Background: an optimization exercise with open tools, aiming at small area, a short achievable clock period and few clock cycles. Do not read the settings as production practice.
Only simulation tests tie the RTL to the original design; equivalence was not proved.

==> 03-28: inputs <==
Design escape_time_mdbrot, start of the top module:
module escape_time_mdbrot(input logic clk, input logic rst, input logic start,
                          input logic [12:0] max_iter, input logic [31:0] xmin, input logic [31:0] xmax, input logic [31:0] ymin, input logic [31:0] ymax, input logic [31:0] Xscale, input logic [31:0] Yscale,
                          output logic [7:0] vga_x, output logic [6:0] vga_y, output logic [2:0] vga_colour, output logic vga_plot,
                          output logic ready);
localparam [1:0] S_IDLE = 2'd0;
localparam [1:0] S_INIT = 2'd1;
localparam [1:0] S_RUN  = 2'd2;
logic [1:0] state;
logic        xs_s, ys_s;           
logic [15:0] xs_m, ys_m;           
logic [12:0] mi_r;                 
logic        mi0, mi1, mi2;        
logic [12:0] mim1;                 
logic [24:0] gcx, gcy;             
logic [7:0]  gx;
logic [6:0]  gy;
logic        gdir;                 
logic        gval;                 
logic        v1, fresh1, fin1, last1, neg1;
logic        esc1;                 
logic [21:0] x1, y1;
logic [10:0] one1, two1;           
logic [21:0] xs1, ys1;             
logic [12:0] rem1;                 
logic [21:0] cx1, cy1;             
logic [7:0]  px1;
logic [6:0]  py1;
logic        v2, fin2, last2, per2;
logic        escd2;                
logic [21:0] xs2, ys2;
logic [23:0] xxa2, xxb2, yya2, yyb2;    
logic        xxc2, yyc2;
logic [23:0] xya2, xyb2;                
logic [3:0]  xyg2;                      
logic [2:0]  xyp2;                      
logic [12:0] rem2;
logic [21:0] cx2, cy2;
logic [7:0]  px2;
logic [6:0]  py2;
function automatic logic big25(input logic [24:0] v);
     big25 = (v[24:21] != 4'b0000) && (v[24:21] != 4'b1111);
endfunction
function automatic logic big24(input logic [23:0] v);
     big24 = (v[23:21] != 3'b000) && (v[23:21] != 3'b111);
endfunction
logic        gwrap, glast, gys;
logic [24:0] gcx_sum, gcy_sum, gcx_nx, gcy_nx, gcx_cv, gcy_cv;
assign gwrap = gdir ? (gy == 7'd0) : (gy == 7'd119);
assign glast = gwrap & (gx == 8'd159);
assign gys = ys_s ^ gdir;
  ...
==> flow/config.mk <==
export PLATFORM = sky130hd
export DESIGN_NAME = escape_time_mdbrot
export DESIGN_NICKNAME = escape_time_mdbrot
export VERILOG_FILES = /design/flow/design.v
export SDC_FILE = /design/flow/constraint.sdc
export NUM_CORES = 4
export LEC_CHECK = 0
export CAP_MARGIN = 20
export CORE_MARGIN = 2
export CORE_UTILIZATION = 65
export CTS_CLUSTER_DIAMETER = 100
export CTS_CLUSTER_SIZE = 22
export PLACE_DENSITY = 0.75
export SLEW_MARGIN = 20
export SYNTH_HIERARCHICAL = 1
==> flow/constraint.sdc <==
create_clock -name core_clock -period 20.0 [get_ports {clk}]
set_input_delay 4.0000 -clock core_clock [delete_from_list [all_inputs] [get_ports {clk}]]
set_output_delay 4.0000 -clock core_clock [all_outputs]
set_load 0.01 [all_outputs]
standard.sh (not shown) runs the stock make flow with config.mk's settings and CLKGATE_MAP_FILE= SYNTH_SCRIPT=/design/flow/synth_recipe.tcl, a recipe that flattens the netlist after the stock synthesis.
==> flow/flow/run.sh <==
#!/bin/bash
# The standard layout, with the port buffers that buffer_ports inserts made
# plain buf_2 cells instead of the library's default pick (a delay buffer).
set -euo pipefail
export BUFFER_PORTS_ARGS="-buffer_cell sky130_fd_sc_hd__buf_2"
bash standard.sh > standard.log 2>&1
==> 03-19: changes against 03-28 <==
--- a/flow/design.v
+++ b/flow/design.v
@@ -2347,11 +2347,11 @@
 logic [24:0] gcx, gcy;             
 logic [7:0]  gx;
 logic [6:0]  gy;
 logic        gdir;                 
 logic        gval;                 
-logic        v1, fresh1, fin1, last1, neg1;
+logic        v1, fresh1, fin1, last1, neg1;    
 logic        esc1;                 
 logic [21:0] x1, y1;
 logic [10:0] one1, two1;           
 logic [21:0] xs1, ys1;             
 logic [12:0] rem1;                 
@@ -2375,18 +2375,16 @@
 endfunction
 function automatic logic big24(input logic [23:0] v);
      big24 = (v[23:21] != 3'b000) && (v[23:21] != 3'b111);
 endfunction
 logic        gwrap, glast, gys;
-logic [24:0] gcx_sum, gcy_sum, gcx_nx, gcy_nx, gcx_cv, gcy_cv;
+logic [24:0] gcx_sum, gcy_sum, gcx_cv, gcy_cv;
 assign gwrap = gdir ? (gy == 7'd0) : (gy == 7'd119);
 assign glast = gwrap & (gx == 8'd159);
 assign gys = ys_s ^ gdir;
 assign gcx_sum = gcx + ({25{xs_s}} ^ {9'd0, xs_m}) + 25'(xs_s);
 assign gcy_sum = gcy + ({25{gys}} ^ {9'd0, ys_m}) + 25'(gys);
-assign gcx_nx = gwrap ? gcx_sum : gcx;
-assign gcy_nx = gwrap ? gcy : gcy_sum;
 assign gcx_cv = ({25{gcx[24]}} ^ {2'd0, gcx[22:0]}) + 25'(gcx[24]);
 assign gcy_cv = ({25{gcy[24]}} ^ {2'd0, gcy[22:0]}) + 25'(gcy[24]);
 logic [23:0] xxa, xxb, yya, yyb;
 logic        xxc, yyc;
 logic [23:0] xya, xyb;
@@ -2410,65 +2408,67 @@
      yyc2  <= yyc;
      xya2  <= xya;
      xyb2  <= xyb;
      xyg2  <= xyg;
      xyp2  <= xyp;
-     if (fresh1) begin
-          fin2  <= mi0 | mi1 | big25(gcx) | big25(gcy);
-          escd2 <= 1'b0;
-          last2 <= mi2;
-          rem2  <= mi0 ? 13'd0 : mim1;
-          cx2   <= gcx[21:0];
-          cy2   <= gcy[21:0];
-          px2   <= gx;
-          py2   <= gy;
-     end else begin
-          fin2  <= fin1 | esc1;
-          escd2 <= esc1;
-          last2 <= last1;
-          rem2  <= rem1;
-          cx2   <= cx1;
-          cy2   <= cy1;
-          px2   <= px1;
-          py2   <= py1;
-     end
+     fin2  <= fin1 | esc1;
+     escd2 <= esc1;
+     last2 <= last1;
+     rem2  <= rem1;
+     cx2   <= cx1;
+     cy2   <= cy1;
+     px2   <= px1;
+     py2   <= py1;
 end
 logic        esc, stop, avail, take;
 logic [23:0] xn, yn;
 escape esc_t (.xa(xxa2), .xb(xxb2), .xc(xxc2), .ya(yya2), .yb(yyb2), .yc(yyc2), .esc(esc));
 xnew   xn_a  (.xa(xxa2), .xb(xxb2), .xc(xxc2), .ya(yya2), .yb(yyb2), .yc(yyc2), .cx(cx2), .q(xn));
 logic xyc2;
 assign xyc2 = xyg2[3] | (xyp2[2] & (xyg2[2] | (xyp2[1] & (xyg2[1] | (xyp2[0] & xyg2[0])))));
 ynew   yn_a  (.cy(cy2), .pa(xya2), .pb(xyb2), .pc(xyc2), .q(yn));
 assign stop = v2 & (fin2 | last2 | per2);
-assign avail = (state == S_RUN) & gval & ~(fresh1 & glast);
+assign avail = (state == S_RUN) & gval;
 assign take = avail & (~v2 | stop);
 logic [2:0] col;
 assign col = mi_r[2:0] - rem2[2:0] - {2'b00, escd2};
 logic [21:0] x1d, y1d;
 logic [22:0] yb;
-assign x1d = take ? (fresh1 ? gcx_nx[21:0] : gcx[21:0]) : xn[21:0];
-assign y1d = take ? (fresh1 ? gcy_nx[21:0] : gcy[21:0]) : yn[21:0];
+assign x1d = take ? gcx[21:0] : xn[21:0];
+assign y1d = take ? gcy[21:0] : yn[21:0];
 assign yb = {y1d, 1'b0};
 always_ff @(posedge clk) begin
      x1   <= x1d;
      y1   <= y1d;
      neg1 <= x1d[21] ^ y1d[21];
      for (int k = 0; k < 11; k++) begin
           one1[k] <= yb[2*k+1] ^ yb[2*k];
           two1[k] <= (yb[2*k+2] & ~yb[2*k+1] & ~yb[2*k]) | (~yb[2*k+2] & yb[2*k+1] & yb[2*k]);
      end
-     rem1       <= rem2 - 13'd1;
-     esc1       <= esc;
-     fin1       <= big24(xn) | big24(yn);
-     last1      <= (rem2 == 13'd2);
+     if (take) begin
+          rem1  <= mi0 ? 13'd0 : mim1;
+          esc1  <= 1'b0;
+          fin1  <= mi0 | mi1 | big25(gcx) | big25(gcy);
+          last1 <= mi2;
+          cx1   <= gcx[21:0];
+          cy1   <= gcy[21:0];
+          px1   <= gx;
+          py1   <= gy;
+     end else begin
+          rem1  <= rem2 - 13'd1;
+          esc1  <= esc;
+          fin1  <= big24(xn) | big24(yn);
+          last1 <= (rem2 == 13'd2);
+          cx1   <= cx2;
+          cy1   <= cy2;
+          px1   <= px2;
+          py1   <= py2;
+     end
      xs1        <= xs2;
      ys1        <= ys2;
-     cx1        <= cx2;
-     cy1        <= cy2;
-     px1        <= px2;
-     py1        <= py2;
+     vga_x      <= px2;
+     vga_y      <= py2;
      vga_colour <= (escd2 | (fin2 & rem2 != 13'd0) | (~fin2 & esc)) ? col : 3'd0;
 end
 always_ff @(posedge clk) begin
      if (!rst) begin
           v1       <= 1'b0;
@@ -2480,12 +2480,10 @@
           v2       <= v1;
           fresh1   <= take;
           vga_plot <= stop;
      end
 end
-assign vga_x = px1;
-assign vga_y = py1;
 always_ff @(posedge clk) begin
      if (!rst) begin
           state <= S_IDLE;
           ready <= 1'b1;
           gval  <= 1'b0;
@@ -2501,11 +2499,11 @@
                S_INIT: begin
                     gval  <= 1'b1;
                     state <= S_RUN;
                end
                default: begin
-                    if (fresh1 && glast) gval <= 1'b0;
+                    if (take && glast) gval <= 1'b0;
                     if (!gval && !v1 && !v2) begin
                          state <= S_IDLE;
                          ready <= 1'b1;
                     end
                end
@@ -2535,18 +2533,18 @@
           S_INIT: begin
                gcx  <= gcx_cv;
                gcy  <= gcy_cv;
           end
           default: begin
-               if (fresh1) begin
-                    gcx <= gcx_nx;
-                    gcy <= gcy_nx;
+               if (take) begin
                     if (gwrap) begin
                          gx   <= gx + 8'd1;
                          gdir <= ~gdir;
+                         gcx  <= gcx_sum;
                     end else begin
                          gy   <= gdir ? gy - 7'd1 : gy + 7'd1;
+                         gcy  <= gcy_sum;
                     end
                end
           end
      endcase
 end
==> summary of the runs <==
- In 03-28 the die area is higher than in 03-19, by 1.2%.
- Of 03-19 and 03-28, 03-28 has the higher via count (gap 2.2%, measured against 03-28).
- Of 03-19 and 03-28, 03-28 has the higher synthesized cell count (gap about 0.6%, measured against 03-28).
- Sequential cell count: 03-19 is higher than 03-28 (15).
- Non-clock buffer count: 03-28 is lower than 03-19 (4).
- Of 03-28 and 03-19, 03-28 has the higher fmax (gap 4.1%, measured against 03-19).
==> figures <==
| quantity | 03-28 | 03-19 |
|---|---|---|
| Fillers | 6024 | 5909 |
| Number of multi-input combinational cells in the layout | 3686 | 3668 |
| Cts bufs inserted | 36 | 35 |
| Result of the run | no timing/DRC/antenna violations | no timing/DRC/antenna violations |
| Rows | 102 | 101 |
| Delay of the slowest cell on the worst path | 360 ps | 770 ps |
| Fin Hold WS | 321.4 ps | 309.4 ps |
| Avg Synthesized Cell Area | 10.74 sq um | 10.67 sq um |
| End-of-flow core utilization | 0.6801 | 0.6838 |
| Proportion of cell area occupied by registers | 0.2338 | 0.2421 |
| Average wire per standard cell | 23.33 um | 22.47 um |
| DR WL met3 | 12110 um | 11010 um |
| Worst Clk Skew | 38.19 ps | 51.23 ps |
Testbench counts of 03-28, summed over its fixed seeds: cycles 2,373,874.
Testbench counts of 03-19, summed over its fixed seeds: cycles 2,373,874.

==> static timing again, ports no longer ideal <==
The results above use ideal ports. As a check the final layouts listed here were re-extracted and re-timed, cells and wires unchanged. Step 1: set_driving_cell puts a clkbuf_16 on clk and a buf_2 on each other input, an assumption about the parent block. Step 2, shift: input delay + t, output delay - t, t = (earliest + latest rising clock arrival at the registers) / 2. This alone moves slack from input paths to output paths. a / b / c = ideal / step 1 / step 2; a / b = the first two.
run	shift t [ns]	slack for setup (ns)	worst hold slack (ns)	slew at the worst register clock pin (ns)
03-28	0.663	14.896 / 14.824 / 14.975	0.321 / 0.321 / 0.321	0.10 / 0.10
03-19	0.659	14.686 / 14.686 / 14.686	0.309 / 0.309 / 0.309	0.10 / 0.10
After both steps every run listed still meets setup and hold.
